This design comes from an exercise in tuning for small area, a short achievable clock period and few clock cycles per item on the open sky130 flow, not from production work. In this exercise RTL edits were held to simulation tests only and were not proved equivalent to the original.

## flow/constraint.sdc

```tcl
create_clock -name core_clock -period 80.0 [get_ports {clk}]
set_input_delay 16.0000 -clock core_clock [delete_from_list [all_inputs] [get_ports {clk}]]
set_output_delay 16.0000 -clock core_clock [all_outputs]
set_load 0.01 [all_outputs]
```

## flow/config.mk

```make
export PLATFORM = sky130hd
export DESIGN_NAME = RCL
export DESIGN_NICKNAME = RCL
export VERILOG_FILES = /design/flow/design.v
export SDC_FILE = /design/flow/constraint.sdc
export NUM_CORES = 4
export LEC_CHECK = 0
export CAP_MARGIN = 20
export CORE_MARGIN = 2
export CORE_UTILIZATION = 40
export SLEW_MARGIN = 20
```

## flow/design.v

```verilog
module RCL(
    clk,
    rst_n,
    in_valid,
    coef_Q,
    coef_L,
    out_valid,
    out
);
input clk, rst_n, in_valid;
input [4:0] coef_Q, coef_L;
output reg out_valid;
output reg [1:0] out;
reg [4:0] l1, q1;
reg [9:0] x, d;
reg [1:0] cnt;
wire first = cnt[0] & ~cnt[1];    
wire third = cnt[0] & cnt[1];     
wire [9:0] x_next, d_next;
wire [2:0] s_hi;
wire [14:0] f;
wire n1 = ~(q1[0] | third);
wire n2 = ~(q1[1] & ~third);
wire n3 = ~(q1[2] & ~third);
wire n4 = ~(q1[3] & ~third);
wire n5 = ~(q1[4] & ~third);
wire n6 = (l1[0] & ~n1);
wire n7 = (l1[0] & ~n2);
wire n8 = (l1[0] & ~n3);
wire n9 = (l1[0] & ~n4);
wire n10 = (l1[0] & ~n5);
wire n11 = (l1[1] & ~n1);
wire n12 = (l1[1] & ~n2);
wire n13 = (l1[1] & ~n3);
wire n14 = (l1[1] & ~n4);
wire n15 = (l1[1] & ~n5);
wire n16 = (l1[2] & ~n1);
wire n17 = (l1[2] & ~n2);
wire n18 = (l1[2] & ~n3);
wire n19 = (l1[2] & ~n4);
wire n20 = (l1[2] & ~n5);
wire n21 = (l1[3] & ~n1);
wire n22 = (l1[3] & ~n2);
wire n23 = (l1[3] & ~n3);
wire n24 = (l1[3] & ~n4);
wire n25 = (l1[3] & ~n5);
wire n26 = (l1[4] & ~n1);
wire n27 = (l1[4] & ~n2);
wire n28 = (l1[4] & ~n3);
wire n29 = (l1[4] & ~n4);
wire n30 = (l1[4] & ~n5);
wire n31 = (x[0] & ~first);
wire n32 = (x[1] & ~first);
wire n33 = (x[2] & ~first);
wire n34 = (x[3] & ~first);
wire n35 = ~(x[4] | first);
wire n36 = (x[5] & ~first);
wire n37 = (x[6] & ~first);
wire n38 = (x[7] & ~first);
wire n39 = (x[8] & ~first);
wire n40 = ~(x[9] | first);
wire n41 = n31 ^ n6;
wire n42 = n31 & n6;
wire n43 = n32 ^ n11 ^ n7;
wire n44 = (n32 & n11) | (n32 & n7) | (n11 & n7);
wire n45 = n42 ^ n43;
wire n46 = n42 & n43;
wire n47 = n33 ^ n12 ^ n16;
wire n48 = (n33 & n12) | (n33 & n16) | (n12 & n16);
wire n49 = n8 ^ n44 ^ n47;
wire n50 = (n8 & n44) | (n8 & n47) | (n44 & n47);
wire n51 = n46 ^ n49;
wire n52 = n46 & n49;
wire n53 = n34 ^ n13 ^ n17;
wire n54 = (n34 & n13) | (n34 & n17) | (n13 & n17);
wire n55 = n21 ^ n9 ^ n48;
wire n56 = (n21 & n9) | (n21 & n48) | (n9 & n48);
wire n57 = n53 ^ n50 ^ n55;
wire n58 = (n53 & n50) | (n53 & n55) | (n50 & n55);
wire n59 = n52 ^ n57;
wire n60 = n52 & n57;
wire n61 = n35 ^ n14 ^ n18;
wire n62 = (n35 & n14) | (n35 & n18) | (n14 & n18);
wire n63 = ~n22;
wire n64 = n10 ^ n63 ^ n26;
wire n65 = (n10 & n63) | (n10 & n26) | (n63 & n26);
wire n66 = n54 ^ n61 ^ n56;
wire n67 = (n54 & n61) | (n54 & n56) | (n61 & n56);
wire n68 = n58 ^ n66 ^ n60;
wire n69 = (n58 & n66) | (n58 & n60) | (n66 & n60);
wire n70 = n68 ^ n64;
wire n71 = n68 & ~n64;
wire n72 = n36 ^ n19;
wire n73 = ~(n36 | n19);
wire n74 = n15 ^ n27 ^ n72;
wire n75 = (n15 & n27) | (n15 & n72) | (n27 & n72);
wire n76 = ~n65;
wire n77 = n23 ^ n62 ^ n76;
wire n78 = (n23 & n62) | (n23 & n76) | (n62 & n76);
wire n79 = ~n74;
wire n80 = n79 ^ n77 ^ n67;
wire n81 = (n79 & n77) | (n79 & n67) | (n77 & n67);
wire n82 = n80 ^ n69 ^ n71;
wire n83 = (n80 & n69) | (n80 & n71) | (n69 & n71);
wire n84 = n20 ^ n28 ^ n73;
wire n85 = (n20 & n28) | (n20 & n73) | (n28 & n73);
wire n86 = ~n75;
wire n87 = n37 ^ n24 ^ n86;
wire n88 = (n37 & n24) | (n37 & n86) | (n24 & n86);
wire n89 = ~n84;
wire n90 = n89 ^ n78 ^ n87;
wire n91 = (n89 & n78) | (n89 & n87) | (n78 & n87);
wire n92 = n81 ^ n90 ^ n83;
wire n93 = (n81 & n90) | (n81 & n83) | (n90 & n83);
wire n94 = ~n38;
wire n95 = n94 ^ n25 ^ n29;
wire n96 = (n94 & n25) | (n94 & n29) | (n25 & n29);
wire n97 = ~n88;
wire n98 = n95 ^ n85 ^ n97;
wire n99 = (n95 & n85) | (n95 & n97) | (n85 & n97);
wire n100 = ~n98;
wire n101 = n91 ^ n100 ^ n93;
wire n102 = (n91 & n100) | (n91 & n93) | (n100 & n93);
wire n103 = ~n96;
wire n104 = n39 ^ n30 ^ n103;
wire n105 = (n39 & n30) | (n39 & n103) | (n30 & n103);
wire n106 = ~n99;
wire n107 = n104 ^ n106 ^ n102;
wire n108 = (n104 & n106) | (n104 & n102) | (n106 & n102);
wire n109 = n40 ^ n105;
wire n110 = n108 ^ n109;
wire n111 = ~(l1[0] & l1[1]);
wire n112 = ~(l1[0] & l1[2]);
wire n113 = ~(l1[0] & l1[3]);
wire n114 = ~(l1[0] & l1[4]);
wire n115 = ~(l1[1] & l1[2]);
wire n116 = ~(l1[1] & l1[3]);
wire n117 = ~(l1[1] & l1[4]);
wire n118 = ~(l1[2] & l1[3]);
wire n119 = ~(l1[2] & l1[4]);
wire n120 = ~(l1[3] & l1[4]);
wire n121 = (d[0] & ~first);
wire n122 = (d[1] & ~first);
wire n123 = (d[2] & ~first);
wire n124 = ~(d[3] | first);
wire n125 = ~(d[4] | first);
wire n126 = (d[5] & ~first);
wire n127 = ~(d[6] | first);
wire n128 = ~(d[7] | first);
wire n129 = (d[8] & ~first);
wire n130 = ~(d[9] | first);
wire n131 = l1[0] ^ n121;
wire n132 = l1[0] & n121;
wire n133 = n122 ^ n132;
wire n134 = n122 & n132;
wire n135 = ~n111;
wire n136 = l1[1] ^ n135 ^ n123;
wire n137 = (l1[1] & n135) | (l1[1] & n123) | (n135 & n123);
wire n138 = n136 ^ n134;
wire n139 = n136 & n134;
wire n140 = n124 ^ n137 ^ n139;
wire n141 = (n124 & n137) | (n124 & n139) | (n137 & n139);
wire n142 = n140 ^ n112;
wire n143 = n140 & ~n112;
wire n144 = ~l1[2];
wire n145 = n144 ^ n113 ^ n115;
wire n146 = (n144 & n113) | (n144 & n115) | (n113 & n115);
wire n147 = n125 ^ n141 ^ n143;
wire n148 = (n125 & n141) | (n125 & n143) | (n141 & n143);
wire n149 = n147 ^ n145;
wire n150 = n147 & ~n145;
wire n151 = n114 ^ n126;
wire n152 = ~(n114 | n126);
wire n153 = n116 ^ n151 ^ n146;
wire n154 = (n116 & n151) | (n116 & n146) | (n151 & n146);
wire n155 = ~n153;
wire n156 = n155 ^ n148 ^ n150;
wire n157 = (n155 & n148) | (n155 & n150) | (n148 & n150);
wire n158 = l1[3] ^ n117 ^ n127;
wire n159 = (l1[3] & n117) | (l1[3] & n127) | (n117 & n127);
wire n160 = ~n158;
wire n161 = n118 ^ n152 ^ n160;
wire n162 = (n118 & n152) | (n118 & n160) | (n152 & n160);
wire n163 = ~n157;
wire n164 = n154 ^ n161 ^ n163;
wire n165 = (n154 & n161) | (n154 & n163) | (n161 & n163);
wire n166 = n119 ^ n128 ^ n159;
wire n167 = (n119 & n128) | (n119 & n159) | (n128 & n159);
wire n168 = ~n166;
wire n169 = n168 ^ n162 ^ n165;
wire n170 = (n168 & n162) | (n168 & n165) | (n162 & n165);
wire n171 = l1[4] ^ n120 ^ n129;
wire n172 = (l1[4] & n120) | (l1[4] & n129) | (n120 & n129);
wire n173 = ~n170;
wire n174 = n171 ^ n167 ^ n173;
wire n175 = (n171 & n167) | (n171 & n173) | (n167 & n173);
wire n176 = n130 ^ n172;
wire n177 = n175 ^ n176;
wire n178 = ~(n41 & n45);
wire n179 = ~(n41 & n51);
wire n180 = ~(n41 & n59);
wire n181 = (n41 & ~n70);
wire n182 = ~(n41 & n82);
wire n183 = ~(n41 & n92);
wire n184 = ~(n41 & n101);
wire n185 = ~(n45 & n51);
wire n186 = ~(n45 & n59);
wire n187 = (n45 & ~n70);
wire n188 = ~(n45 & n82);
wire n189 = ~(n45 & n92);
wire n190 = ~(n45 & n101);
wire n191 = ~(n51 & n59);
wire n192 = (n51 & ~n70);
wire n193 = ~(n51 & n82);
wire n194 = ~(n51 & n92);
wire n195 = ~(n51 & n101);
wire n196 = (n59 & ~n70);
wire n197 = ~(n59 & n82);
wire n198 = ~(n59 & n92);
wire n199 = ~(n59 & n101);
wire n200 = (~n70 & n82);
wire n201 = (~n70 & n92);
wire n202 = (~n70 & n101);
wire n203 = ~(n82 & n92);
wire n204 = ~(n82 & n101);
wire n205 = ~(n92 & n101);
wire n206 = ~(q1[0] & d[0]);
wire n207 = ~(q1[0] & d[1]);
wire n208 = ~(q1[0] & d[2]);
wire n209 = (q1[0] & ~d[3]);
wire n210 = (q1[0] & ~d[4]);
wire n211 = ~(q1[0] & d[5]);
wire n212 = (q1[0] & ~d[6]);
wire n213 = (q1[0] & ~d[7]);
wire n214 = ~(q1[0] & d[8]);
wire n215 = (q1[0] & ~d[9]);
wire n216 = ~(q1[1] & d[0]);
wire n217 = ~(q1[1] & d[1]);
wire n218 = ~(q1[1] & d[2]);
wire n219 = (q1[1] & ~d[3]);
wire n220 = (q1[1] & ~d[4]);
wire n221 = ~(q1[1] & d[5]);
wire n222 = (q1[1] & ~d[6]);
wire n223 = (q1[1] & ~d[7]);
wire n224 = ~(q1[1] & d[8]);
wire n225 = (q1[1] & ~d[9]);
wire n226 = ~(q1[2] & d[0]);
wire n227 = ~(q1[2] & d[1]);
wire n228 = ~(q1[2] & d[2]);
wire n229 = (q1[2] & ~d[3]);
wire n230 = (q1[2] & ~d[4]);
wire n231 = ~(q1[2] & d[5]);
wire n232 = (q1[2] & ~d[6]);
wire n233 = (q1[2] & ~d[7]);
wire n234 = ~(q1[2] & d[8]);
wire n235 = (q1[2] & ~d[9]);
wire n236 = ~(q1[3] & d[0]);
wire n237 = ~(q1[3] & d[1]);
wire n238 = ~(q1[3] & d[2]);
wire n239 = (q1[3] & ~d[3]);
wire n240 = (q1[3] & ~d[4]);
wire n241 = ~(q1[3] & d[5]);
wire n242 = (q1[3] & ~d[6]);
wire n243 = (q1[3] & ~d[7]);
wire n244 = ~(q1[3] & d[8]);
wire n245 = (q1[3] & ~d[9]);
wire n246 = ~(q1[4] & d[0]);
wire n247 = ~(q1[4] & d[1]);
wire n248 = ~(q1[4] & d[2]);
wire n249 = (q1[4] & ~d[3]);
wire n250 = (q1[4] & ~d[4]);
wire n251 = ~(q1[4] & d[5]);
wire n252 = (q1[4] & ~d[6]);
wire n253 = (q1[4] & ~d[7]);
wire n254 = ~(q1[4] & d[8]);
wire n255 = (q1[4] & ~d[9]);
wire n256 = n206 ^ n41;
wire n257 = ~(n206 | n41);
wire n258 = n207 ^ n216;
wire n259 = ~(n207 | n216);
wire n260 = n258 ^ n257;
wire n261 = ~(n258 | n257);
wire n262 = n208 ^ n217;
wire n263 = ~(n208 | n217);
wire n264 = ~n226;
wire n265 = n264 ^ n259 ^ n262;
wire n266 = (n264 & n259) | (n264 & n262) | (n259 & n262);
wire n267 = ~n45;
wire n268 = n265 ^ n267 ^ n178;
wire n269 = (n265 & n267) | (n265 & n178) | (n267 & n178);
wire n270 = n261 ^ n268;
wire n271 = n261 & ~n268;
wire n272 = n218 ^ n227;
wire n273 = ~(n218 | n227);
wire n274 = n209 ^ n263 ^ n272;
wire n275 = (n209 & n263) | (n209 & n272) | (n263 & n272);
wire n276 = ~n236;
wire n277 = n276 ^ n266 ^ n274;
wire n278 = (n276 & n266) | (n276 & n274) | (n266 & n274);
wire n279 = n277 ^ n179 ^ n269;
wire n280 = (n277 & n179) | (n277 & n269) | (n179 & n269);
wire n281 = n271 ^ n279;
wire n282 = n271 & ~n279;
wire n283 = n210 ^ n219;
wire n284 = n210 & n219;
wire n285 = n228 ^ n237 ^ n246;
wire n286 = (n228 & n237) | (n228 & n246) | (n237 & n246);
wire n287 = n273 ^ n283 ^ n275;
wire n288 = (n273 & n283) | (n273 & n275) | (n283 & n275);
wire n289 = n278 ^ n287 ^ n185;
wire n290 = (n278 & n287) | (n278 & n185) | (n287 & n185);
wire n291 = n180 ^ n280 ^ n289;
wire n292 = (n180 & n280) | (n180 & n289) | (n280 & n289);
wire n293 = n285 ^ n51 ^ n282;
wire n294 = (n285 & n51) | (n285 & n282) | (n51 & n282);
wire n295 = n293 ^ n291;
wire n296 = n293 & ~n291;
wire n297 = n211 ^ n238 ^ n247;
wire n298 = (n211 & n238) | (n211 & n247) | (n238 & n247);
wire n299 = n220 ^ n229 ^ n284;
wire n300 = (n220 & n229) | (n220 & n284) | (n229 & n284);
wire n301 = ~n299;
wire n302 = n286 ^ n297 ^ n301;
wire n303 = (n286 & n297) | (n286 & n301) | (n297 & n301);
wire n304 = n288 ^ n186 ^ n290;
wire n305 = (n288 & n186) | (n288 & n290) | (n186 & n290);
wire n306 = n302 ^ n181 ^ n294;
wire n307 = (n302 & n181) | (n302 & n294) | (n181 & n294);
wire n308 = ~n296;
wire n309 = n292 ^ n304 ^ n308;
wire n310 = (n292 & n304) | (n292 & n308) | (n304 & n308);
wire n311 = n306 ^ n309;
wire n312 = n306 & ~n309;
wire n313 = n212 ^ n230 ^ n239;
wire n314 = (n212 & n230) | (n212 & n239) | (n230 & n239);
wire n315 = n221 ^ n248 ^ n298;
wire n316 = (n221 & n248) | (n221 & n298) | (n248 & n298);
wire n317 = ~n315;
wire n318 = n313 ^ n300 ^ n317;
wire n319 = (n313 & n300) | (n313 & n317) | (n300 & n317);
wire n320 = ~n318;
wire n321 = n303 ^ n320 ^ n59;
wire n322 = (n303 & n320) | (n303 & n59) | (n320 & n59);
wire n323 = ~n321;
wire n324 = n191 ^ n323 ^ n305;
wire n325 = (n191 & n323) | (n191 & n305) | (n323 & n305);
wire n326 = ~n187;
wire n327 = n326 ^ n324 ^ n182;
wire n328 = (n326 & n324) | (n326 & n182) | (n324 & n182);
wire n329 = ~n307;
wire n330 = n329 ^ n310 ^ n327;
wire n331 = (n329 & n310) | (n329 & n327) | (n310 & n327);
wire n332 = n312 ^ n330;
wire n333 = n312 & ~n330;
wire n334 = n213 ^ n222 ^ n240;
wire n335 = (n213 & n222) | (n213 & n240) | (n222 & n240);
wire n336 = n249 ^ n314 ^ n334;
wire n337 = (n249 & n314) | (n249 & n334) | (n314 & n334);
wire n338 = ~n336;
wire n339 = n231 ^ n316 ^ n338;
wire n340 = (n231 & n316) | (n231 & n338) | (n316 & n338);
wire n341 = ~n319;
wire n342 = n341 ^ n339 ^ n322;
wire n343 = (n341 & n339) | (n341 & n322) | (n339 & n322);
wire n344 = ~n325;
wire n345 = n192 ^ n342 ^ n344;
wire n346 = (n192 & n342) | (n192 & n344) | (n342 & n344);
wire n347 = n188 ^ n183 ^ n328;
wire n348 = (n188 & n183) | (n188 & n328) | (n183 & n328);
wire n349 = ~n345;
wire n350 = n349 ^ n331 ^ n347;
wire n351 = (n349 & n331) | (n349 & n347) | (n331 & n347);
wire n352 = n333 ^ n350;
wire n353 = n333 & ~n350;
wire n354 = n214 ^ n241;
wire n355 = ~(n214 | n241);
wire n356 = n223 ^ n232 ^ n250;
wire n357 = (n223 & n232) | (n223 & n250) | (n232 & n250);
wire n358 = n354 ^ n335 ^ n356;
wire n359 = (n354 & n335) | (n354 & n356) | (n335 & n356);
wire n360 = ~n340;
wire n361 = n337 ^ n358 ^ n360;
wire n362 = (n337 & n358) | (n337 & n360) | (n358 & n360);
wire n363 = ~n196;
wire n364 = n361 ^ n70 ^ n363;
wire n365 = (n361 & n70) | (n361 & n363) | (n70 & n363);
wire n366 = n193 ^ n364 ^ n189;
wire n367 = (n193 & n364) | (n193 & n189) | (n364 & n189);
wire n368 = n343 ^ n346 ^ n184;
wire n369 = (n343 & n346) | (n343 & n184) | (n346 & n184);
wire n370 = n348 ^ n366 ^ n351;
wire n371 = (n348 & n366) | (n348 & n351) | (n366 & n351);
wire n372 = ~n370;
wire n373 = n368 ^ n353 ^ n372;
wire n374 = (n368 & n353) | (n368 & n372) | (n353 & n372);
wire n375 = n215 ^ n233 ^ n242;
wire n376 = (n215 & n233) | (n215 & n242) | (n233 & n242);
wire n377 = n355 ^ n357 ^ n375;
wire n378 = (n355 & n357) | (n355 & n375) | (n357 & n375);
wire n379 = ~n359;
wire n380 = n224 ^ n251 ^ n379;
wire n381 = (n224 & n251) | (n224 & n379) | (n251 & n379);
wire n382 = ~n380;
wire n383 = n377 ^ n382 ^ n362;
wire n384 = (n377 & n382) | (n377 & n362) | (n382 & n362);
wire n385 = n383 ^ n197 ^ n365;
wire n386 = (n383 & n197) | (n383 & n365) | (n197 & n365);
wire n387 = n194 ^ n385 ^ n367;
wire n388 = (n194 & n385) | (n194 & n367) | (n385 & n367);
wire n389 = ~n387;
wire n390 = n190 ^ n369 ^ n389;
wire n391 = (n190 & n369) | (n190 & n389) | (n369 & n389);
wire n392 = ~n371;
wire n393 = n392 ^ n390 ^ n374;
wire n394 = (n392 & n390) | (n392 & n374) | (n390 & n374);
wire n395 = n225 ^ n243;
wire n396 = n225 & n243;
wire n397 = n252 ^ n395 ^ n376;
wire n398 = (n252 & n395) | (n252 & n376) | (n395 & n376);
wire n399 = ~n234;
wire n400 = n399 ^ n378 ^ n397;
wire n401 = (n399 & n378) | (n399 & n397) | (n378 & n397);
wire n402 = ~n381;
wire n403 = n400 ^ n402 ^ n384;
wire n404 = (n400 & n402) | (n400 & n384) | (n402 & n384);
wire n405 = ~n403;
wire n406 = n405 ^ n82 ^ n200;
wire n407 = (n405 & n82) | (n405 & n200) | (n82 & n200);
wire n408 = ~n406;
wire n409 = n198 ^ n408 ^ n386;
wire n410 = (n198 & n408) | (n198 & n386) | (n408 & n386);
wire n411 = ~n195;
wire n412 = n411 ^ n409 ^ n388;
wire n413 = (n411 & n409) | (n411 & n388) | (n409 & n388);
wire n414 = ~n412;
wire n415 = n414 ^ n391 ^ n394;
wire n416 = (n414 & n391) | (n414 & n394) | (n391 & n394);
wire n417 = n235 ^ n253 ^ n396;
wire n418 = (n235 & n253) | (n235 & n396) | (n253 & n396);
wire n419 = ~n244;
wire n420 = n419 ^ n417 ^ n398;
wire n421 = (n419 & n417) | (n419 & n398) | (n417 & n398);
wire n422 = n401 ^ n420 ^ n404;
wire n423 = (n401 & n420) | (n401 & n404) | (n420 & n404);
wire n424 = ~n422;
wire n425 = n424 ^ n201 ^ n407;
wire n426 = (n424 & n201) | (n424 & n407) | (n201 & n407);
wire n427 = ~n410;
wire n428 = n199 ^ n425 ^ n427;
wire n429 = (n199 & n425) | (n199 & n427) | (n425 & n427);
wire n430 = ~n413;
wire n431 = n428 ^ n430 ^ n416;
wire n432 = (n428 & n430) | (n428 & n416) | (n430 & n416);
wire n433 = ~n254;
wire n434 = n245 ^ n433 ^ n418;
wire n435 = (n245 & n433) | (n245 & n418) | (n433 & n418);
wire n436 = n434 ^ n421 ^ n423;
wire n437 = (n434 & n421) | (n434 & n423) | (n421 & n423);
wire n438 = n203 ^ n436 ^ n202;
wire n439 = (n203 & n436) | (n203 & n202) | (n436 & n202);
wire n440 = n92 ^ n426 ^ n429;
wire n441 = (n92 & n426) | (n92 & n429) | (n426 & n429);
wire n442 = ~n438;
wire n443 = n442 ^ n440 ^ n432;
wire n444 = (n442 & n440) | (n442 & n432) | (n440 & n432);
wire n445 = n255 ^ n435 ^ n437;
wire n446 = (n255 & n435) | (n255 & n437) | (n435 & n437);
wire n447 = ~n204;
wire n448 = n447 ^ n445 ^ n439;
wire n449 = (n447 & n445) | (n447 & n439) | (n445 & n439);
wire n450 = ~n448;
wire n451 = n450 ^ n441 ^ n444;
wire n452 = (n450 & n441) | (n450 & n444) | (n441 & n444);
wire n453 = ~n446;
wire n454 = n101 ^ n205 ^ n453;
wire n455 = ~n449;
wire n456 = n454 ^ n455 ^ n452;
assign x_next = {n110, n107, n101, n92, n82, n70, n59, n51, n45, n41};
assign d_next = {n177, n174, n169, n164, n156, n149, n142, n138, n133, n131};
assign s_hi = {~n110, n107, n101};
assign f = {n456, n451, n443, n431, n415, n393, n373, ~n352, ~n332, ~n311, ~n295, ~n281, ~n270, n260, ~n256};
wire big = ~((s_hi == 3'b000) | (s_hi == 3'b111));
wire lt = ~big & f[14];
wire eq = ~big & (f == 15'd0);
always @(posedge clk) begin
	l1 <= coef_L;
	q1 <= coef_Q;
	x <= x_next;
	d <= d_next;
end
always @(posedge clk or negedge rst_n) begin
	if (!rst_n) begin
		cnt <= 2'd0;
		out_valid <= 1'b0;
		out <= 2'd0;
	end else begin
		cnt <= in_valid ? cnt + 2'd1 : 2'd0;
		out_valid <= third;
		out <= third ? {lt, eq} : 2'd0;
	end
end
endmodule
```

## flow/run.sh

```bash
#!/bin/bash
# synth_recipe.tcl (not shown) runs the flow's synth.tcl, then flattens the netlist and writes it again
# the make line also repeats each setting of config.mk as NAME=value (left out here)
make -C /OpenROAD-flow-scripts/flow DESIGN_CONFIG=/design/flow/config.mk WORK_HOME=/design/flow/orfs CLKGATE_MAP_FILE= SYNTH_SCRIPT=/design/flow/synth_recipe.tcl finish
```

==> out/metrics.csv, run 1 <==
stage,metric,value,unit
cts,CTS H-tree depth,2,
floorplan,Initial Util,0.410,
finish,# diodes,0,
floorplan,die area,0.0120,mm²
cts,cts hold-fix bufs,0,
cts,TritonCTS Sinks,35,
setup_path,Worst Path Arrival,1180,ps
logic_synthesis,synthesized area per cell,10.3,µm²
detailed_routing,WL per Instance,13.7,µm
timing,final worst-path cycle share,0.215,
place,GPL Wtd Cong,0.732,
logic_synthesis,number of flops mapped to enable cells by yosys,0,
floorplan,die width,109,µm
timing,final setup fails,0,
logic_synthesis,largest cells by area after synthesis,"fa_1 (45%), dfxtp_1 (14%), ha_1 (8.2%)",
logic_synthesis,Unique masters post-synth,25,
timing,setup tns final,0,ps
global_routing,vias in the first global route,3065,
logic_synthesis,cell area after synthesis,0.00445,mm²
floorplan,Core Area,0.0108,mm²
logic_synthesis,Yosys top cell area share,0.446,
setup_path,Critical Path End Type,output port,
timing,Final min period,17180,ps
global_routing,largest net degree at the start of global routing,22,
logic_synthesis,"area leader, netlist",fa_1,
logic_synthesis,Cells after Synth,431,
detailed_routing,DRT Pass-1 Iters,4,
run,Max-Cap Viols,0,
cts,CTS tree,built,
cts,Clock Tree Buf Depth,2,
logic_synthesis,multiplexer share of the synthesized area,0.00225,
setup_path,CP bufs+invs,1,
logic_synthesis,Synth warnings,1,
logic_synthesis,Synth Register Bits,35,
finish,"most common cell after layout, fill and taps aside",fa_1,
timing,Slew HR,0.698,
setup_path,startpoint types,flip-flop,
finish,layout cells sized above 1,0.0313,
detailed_routing,initial DRC count,68,
finish,Fillers,1054,
cts,clock root buffer,clkbuf_8,
finish,Util after Layout,0.449,
timing,Least-Margin Pin Slew,453,ps
detailed_routing,vias per cell,4.64,
logic_synthesis,net count after synthesis,572,
cts,CTS Buf Count,5,
global_routing,initial antenna violation count,0,
floorplan,Die Y,109,µm
logic_synthesis,main combinational cell family by area after synthesis,adder cells,
timing,RSZ-0062 raised after global routing,false,
timing,f_max,58.2,MHz
logic_synthesis,ys async rst share,0.143,
hold_path,Hold Crit Class,reg -> reg,
outcome,status,timing/DRC/antenna clean,
timing,Final Max Tran Viols,0,
cts,"CTS clk-pin slew, worst paths",90,ps
cts,Resized cells post-CTS,0,
place,Buffers on Ports,15,
logic_synthesis,Simple-Gate Fraction of Synth Area,0.197,
global_routing,grt total ovfl,0,
detailed_routing,Routed WL,8.08,mm
setup_path,CP max stage cell,clkdlybuf4s50_1,
floorplan,row count,38,
detailed_routing,DRC viols,0,
floorplan,I/O pins,16,
cts,Setup Buffers After CTS,0,
setup_path,"slowest stage delay, CP",540,ps
timing,clk_skew,13.2,ps
finish,highest-count cells in the layout ignoring fill and taps,"fa_1 (99), inv_1 (93), and2_1 (56)",
detailed_routing,DRT antenna net count,0,
setup_path,Worst EP required,64000,ps
logic_synthesis,Compound-Gate Fraction of Synth Area,0.00647,
cts,Worst-Skew Late Latency,300,ps
place,HPWL after DPL,6.66,mm
detailed_routing,via count,2727,
global_routing,global-route usage over all layers,0.158,
logic_synthesis,prevailing post-synth register cell,dfxtp_1,
global_routing,first-pass GRT wire length,14.4,mm
setup_path,maximum fanout along the worst path,1,
setup_path,crit-path cells,clkdlybuf4s50_1,
logic_synthesis,post-synthesis sequential area ratio,0.163,
logic_synthesis,Synth Area in XOR/XNOR,0.0197,
logic_synthesis,Synth Area in Adders,0.527,
setup_path,CP Class,reg -> out,
finish,post-layout net count,588,
timing,Fin. Hold Viols,0,
finish,Layout area overhead,9.43,%
setup_path,Crit path max-delay family,buffers and inverters,
[worst paths after layout]
| kind | start | endpoint | slack (ps) | cells after the start |
|---|---|---|---|---|
| min in group asynchronous | rst_n | out[0] | 15910 | 1 |
| worst max register to register | cnt[0] | out[0] | 70150 | 29 |
| worst min register to register | cnt[0] | cnt[0] | 470 | 1 |
| max in group asynchronous | rst_n | cnt[1] | 63900 | 1 |
| worst max-delay path | out[1] | out[1] | 62820 | 1 |
| worst min-delay path | cnt[0] | cnt[0] | 470 | 1 |
[state kept, by name, indices dropped and copies added (netlist names)]
signal,count
cnt,2
d,10
l1,5
out,2
out_valid,1
q1,5
x,10
[cell usage after synthesis, drive strengths merged, types with 2 or more instances]
cell type	n
fa	99
inv	93
and2	56
nor2b	38
dfxtp	30
ha	29
nand2	26
nand2b	14
xnor2	9
nor2	8
clkbuf	7
dfrtp	5
or2	3
a21oi	2
nor4	2
[worst register-to-register path: cells and delay by family, from the launching register on]
family | cells | cell delay, ps
buffers and inverters | 4 | 200
adders and majority gates | 18 | 7960
DFF | 1 | 410
and+or+nand+nor | 7 | 1210
[stage by stage]
step	instances	setup slack [ps]	instance area (µm²)	hold WS, ps
after global placement	580	63180	4750	454
after CTS	588	62800	4870	475
after global routing	588	62790	4870	493
final	588	62820	4870	469
after detailed placement	580	63140	4750	464
after floorplan	431	63620	4450	437
[cells by family after synthesis]
family,count (synthesis)
adder cells (fa/ha/maj),128
buffers and inverters,100
AND/OR/NAND/NOR,152
XOR/XNOR,10
multiplexers,1
flip-flops,35
AO/OA/AOI/OAI,5
[routing by layer]
layer	global-route usage	vias up	share of wire	wire length, µm
li1	-	1275	-	-
met1	0.206	1421	0.44	3590
met2	0.280	24	0.52	4230
met3	0.0231	7	0.022	181
met4	0.0316	0	0.0099	80
met5	0	-	0	0
[layout make-up]
class	count	area, µm²	share of cell area
Multi-Input combinational cell	296	3350	0.688
Sequential cell	35	726	0.149
Inverter	93	349	0.0717
Tap cell	140	175	0.0360
Timing Repair Buffer	16	158	0.0324
Clock buffer	5	68.8	0.0141
Clock inverter	3	43.8	0.00900
Testbench counts, summed over its fixed seeds: cycles 11,992, items 2,400.
==> run 2: changes to the inputs <==
--- a/flow/design.v
+++ b/flow/design.v
@@ -18,6 +18,7 @@
 wire third = cnt[0] & cnt[1];     
 wire [9:0] x_next, d_next;
 wire [2:0] s_hi;
+wire [6:0] s_lo;
 wire [14:0] f;
 wire n1 = ~(q1[0] | third);
 wire n2 = ~(q1[1] & ~third);
@@ -478,8 +479,9 @@
 assign x_next = {n110, n107, n101, n92, n82, n70, n59, n51, n45, n41};
 assign d_next = {n177, n174, n169, n164, n156, n149, n142, n138, n133, n131};
 assign s_hi = {~n110, n107, n101};
+assign s_lo = {n92, n82, ~n70, n59, n51, n45, n41};
 assign f = {n456, n451, n443, n431, n415, n393, n373, ~n352, ~n332, ~n311, ~n295, ~n281, ~n270, n260, ~n256};
-wire big = ~((s_hi == 3'b000) | (s_hi == 3'b111));
+wire big = ~((s_hi == 3'b000) | ((s_hi == 3'b111) & (s_lo != 7'd0)));
 wire lt = ~big & f[14];
 wire eq = ~big & (f == 15'd0);
 always @(posedge clk) begin
==> out/metrics.csv, run 2 <==
stage,metric,value,unit,change
place,HPWL after DPL,6.70,mm,was 6.66 mm
global_routing,grt total ovfl,0,,unchanged
detailed_routing,Routed WL,8.05,mm,was 8.08 mm
logic_synthesis,net count after synthesis,580,,was 572
detailed_routing,via count,2762,,was 2727
setup_path,Critical Path End Type,output port,,unchanged
floorplan,die area,0.0121,mm²,was 0.0120 mm²
finish,Layout area overhead,8.44,%,was 9.43%
detailed_routing,WL per Instance,13.6,µm,was 13.7 µm
cts,CTS tree,built,,unchanged
floorplan,row count,38,,unchanged
timing,setup tns final,0,ps,unchanged
cts,Worst-Skew Late Latency,290,ps,was 300 ps
setup_path,Worst Path Arrival,1150,ps,was 1180 ps
cts,clock root buffer,clkbuf_8,,unchanged
logic_synthesis,Unique masters post-synth,28,,was 25
hold_path,Hold Crit Class,reg -> reg,,unchanged
timing,f_max,58.3,MHz,was 58.2 MHz
global_routing,GRT busiest layer,met2,,unchanged
floorplan,Core Area,0.0109,mm²,was 0.0108 mm²
detailed_routing,DRT Pass-1 Iters,4,,unchanged
detailed_routing,initial DRC count,79,,was 68
timing,Final min period,17150,ps,was 17180 ps
floorplan,Die Y,110,µm,was 109 µm
cts,TritonCTS Sinks,35,,unchanged
global_routing,GRT met1 Usage,0.212,,was 0.206
finish,post-layout net count,594,,was 588
setup_path,CP bufs+invs,1,,unchanged
timing,Least-Margin Pin Slew,837,ps,was 453 ps
timing,Final Max Tran Viols,0,,unchanged
global_routing,first-pass GRT wire length,14.5,mm,was 14.4 mm
logic_synthesis,prevailing post-synth register cell,dfxtp_1,,unchanged
logic_synthesis,Cells after Synth,439,,was 431
finish,highest-count cells in the layout ignoring fill and taps,"fa_1 (99), inv_1 (98), and2_1 (49)",,"was fa_1 (99), inv_1 (93), and2_1 (56)"
global_routing,GR Layer Usage met2,0.269,,was 0.280
timing,Slew HR,0.442,,was 0.698
detailed_routing,DRT antenna net count,0,,unchanged
cts,Resized cells post-CTS,0,,unchanged
run,Max-Cap Viols,0,,unchanged
global_routing,met3 Track Usage GR,0.0182,,was 0.0231
cts,Clock Tree Buf Depth,2,,unchanged
global_routing,largest net degree at the start of global routing,22,,unchanged
place,Buffers on Ports,15,,unchanged
logic_synthesis,Post-synth top cells,"fa_1 (99), inv_1 (98), and2_1 (49)",,"was fa_1 (99), inv_1 (93), and2_1 (56)"
logic_synthesis,post-synthesis sequential area ratio,0.161,,was 0.163
setup_path,CP Class,reg -> out,,unchanged
global_routing,initial antenna violation count,0,,unchanged
logic_synthesis,synthesized area per cell,10.2,µm²,was 10.3 µm²
setup_path,CP max stage cell,clkdlybuf4s50_1,,unchanged
timing,clk_skew,8.38,ps,was 13.2 ps
finish,Util after Layout,0.448,,was 0.449
floorplan,die width,110,µm,was 109 µm
timing,final worst-path cycle share,0.214,,was 0.215
setup_path,Worst EP required,64000,ps,about the same
outcome,status,timing/DRC/antenna clean,,unchanged
cts,CTS H-tree depth,2,,unchanged
logic_synthesis,most frequent cell after synthesis,fa_1,,unchanged
setup_path,Crit path max-delay family,buffers and inverters,,unchanged
cts,cts hold-fix bufs,0,,unchanged
finish,# diodes,0,,unchanged
global_routing,global-route usage over all layers,0.155,,was 0.158
logic_synthesis,largest cells by area after synthesis,"fa_1 (44%), dfxtp_1 (13%), inv_1 (8.2%)",,"was fa_1 (45%), dfxtp_1 (14%), ha_1 (8.2%)"
finish,Largest regs,"d: 10 flops, x: 10 flops",,unchanged
timing,Fin. Hold Viols,0,,unchanged
setup_path,crit-path cells,clkdlybuf4s50_1,,unchanged
timing,RSZ-0062 raised after global routing,false,,unchanged
setup_path,maximum fanout along the worst path,1,,unchanged
floorplan,Initial Util,0.413,,was 0.410
cts,CTS Buf Count,5,,unchanged
logic_synthesis,Yosys top cell area share,0.441,,was 0.446
global_routing,vias in the first global route,3095,,was 3065
logic_synthesis,Synth warnings,1,,unchanged
floorplan,I/O pins,16,,unchanged
finish,layout cells sized above 1,0.0308,,was 0.0313
logic_synthesis,cell area after synthesis,0.00449,mm²,was 0.00445 mm²
setup_path,startpoint types,flip-flop,,unchanged
cts,Setup Buffers After CTS,0,,unchanged
detailed_routing,DRC viols,0,,unchanged
cts,"CTS clk-pin slew, worst paths",80,ps,was 90 ps
setup_path,"slowest stage delay, CP",530,ps,was 540 ps
detailed_routing,vias per cell,4.65,,was 4.64
logic_synthesis,"area leader, netlist",fa_1,,unchanged
logic_synthesis,Synth Register Bits,35,,unchanged
place,GPL Wtd Cong,0.761,,was 0.732
timing,final setup fails,0,,unchanged
finish,"most common cell after layout, fill and taps aside",fa_1,,unchanged
logic_synthesis,ys async rst share,0.143,,unchanged
logic_synthesis,number of flops mapped to enable cells by yosys,0,,unchanged
==> run 2: cell count changes in the layout (fill, tap and decap cells not counted), moves of 2 or more <==
cell     delta
and2_1      -7
and2_2      +2
nand2_1     +2
nor2_1      +3
inv_1       +5
==> run 2: logic make-up after synthesis <==
logic type	share of synthesized area
mux	0.00251
simple gates	0.195
buf+inv	0.0902
xor+xnor	0.0195
flops	0.161
fa+ha+maj	0.522
compound gates	0.0100
==> run 2: path summary, 6_finish.rpt <==
| kind | startpoint | endpoint | slack [ps] | depth (start not counted) |
|---|---|---|---|---|
| min in group asynchronous | rst_n | out_valid | 15920 | 1 |
| min reg2reg | cnt[0] | cnt[0] | 470 | 1 |
| max in group asynchronous | rst_n | out[1] | 63890 | 1 |
| max reg2reg | cnt[1] | out[0] | 69890 | 29 |
| min | cnt[0] | cnt[0] | 470 | 1 |
| max | out[0] | out[0] | 62850 | 1 |
==> run 2: cell type report <==
type / instances / area (µm²)
fill: 1052 / 6010
multi-input combinational: 298 / 3360
inverter: 98 / 368
tap: 140 / 175
timing repair buffer: 15 / 150
sequential: 35 / 726
clock buffer: 7 / 86.3
clock inverter: 1 / 5.00
==> run 2: metrics by stage <==
stage	instance area, µm²	hold slack, ps	instances	setup WS, ps
2_1_floorplan	4490	437	439	63620
3_3_place_gp	4780	452	586	63180
3_5_place_dp	4780	462	586	63160
4_1_cts	4870	473	594	62840
5_1_grt	4870	493	594	62810
6_report	4870	467	594	62850
==> run 2: metal layers <==
layer,up-vias,share of wire
li1,1293,-
met5,-,0
met4,0,0.011
met1,1439,0.45
met3,8,0.015
met2,22,0.52
Testbench counts of run 2, summed over its fixed seeds: cycles 11,992, items 2,400.

[port drivers added, routing unchanged]
No port has a modelled driver above. Below, the same layouts with a new extraction and two added sets of constraints. Step 1 (the two cells are an assumption about what drives the block):
set clk [get_ports {clk}]
set_driving_cell -lib_cell sky130_fd_sc_hd__clkbuf_16 $clk
set_driving_cell -lib_cell sky130_fd_sc_hd__buf_2 [delete_from_list [all_inputs] $clk]
Step 2 moves the port delays by t, midway between the first and last clock arrival at a register: inputs arrive t later, outputs are due t later. That takes back most of the time a late clock gives input paths. Slacks: ideal ports / drivers / drivers and shift; pairs: ideal ports / drivers.
run | t, ns | setup slack, ns | hold slack, ns | latest minus earliest clock arrival (ns) | worst register clock-pin slew, ns
run 1 | 0.325 | 62.820 / 62.791 / 63.116 | 0.469 / 0.469 / 0.469 | 0.013 / 0.013 | 0.09 / 0.09
run 2 | 0.318 | 62.854 / 62.825 / 63.142 | 0.467 / 0.467 / 0.467 | 0.009 / 0.009 | 0.08 / 0.08
After both steps setup and hold are still met in every run listed.
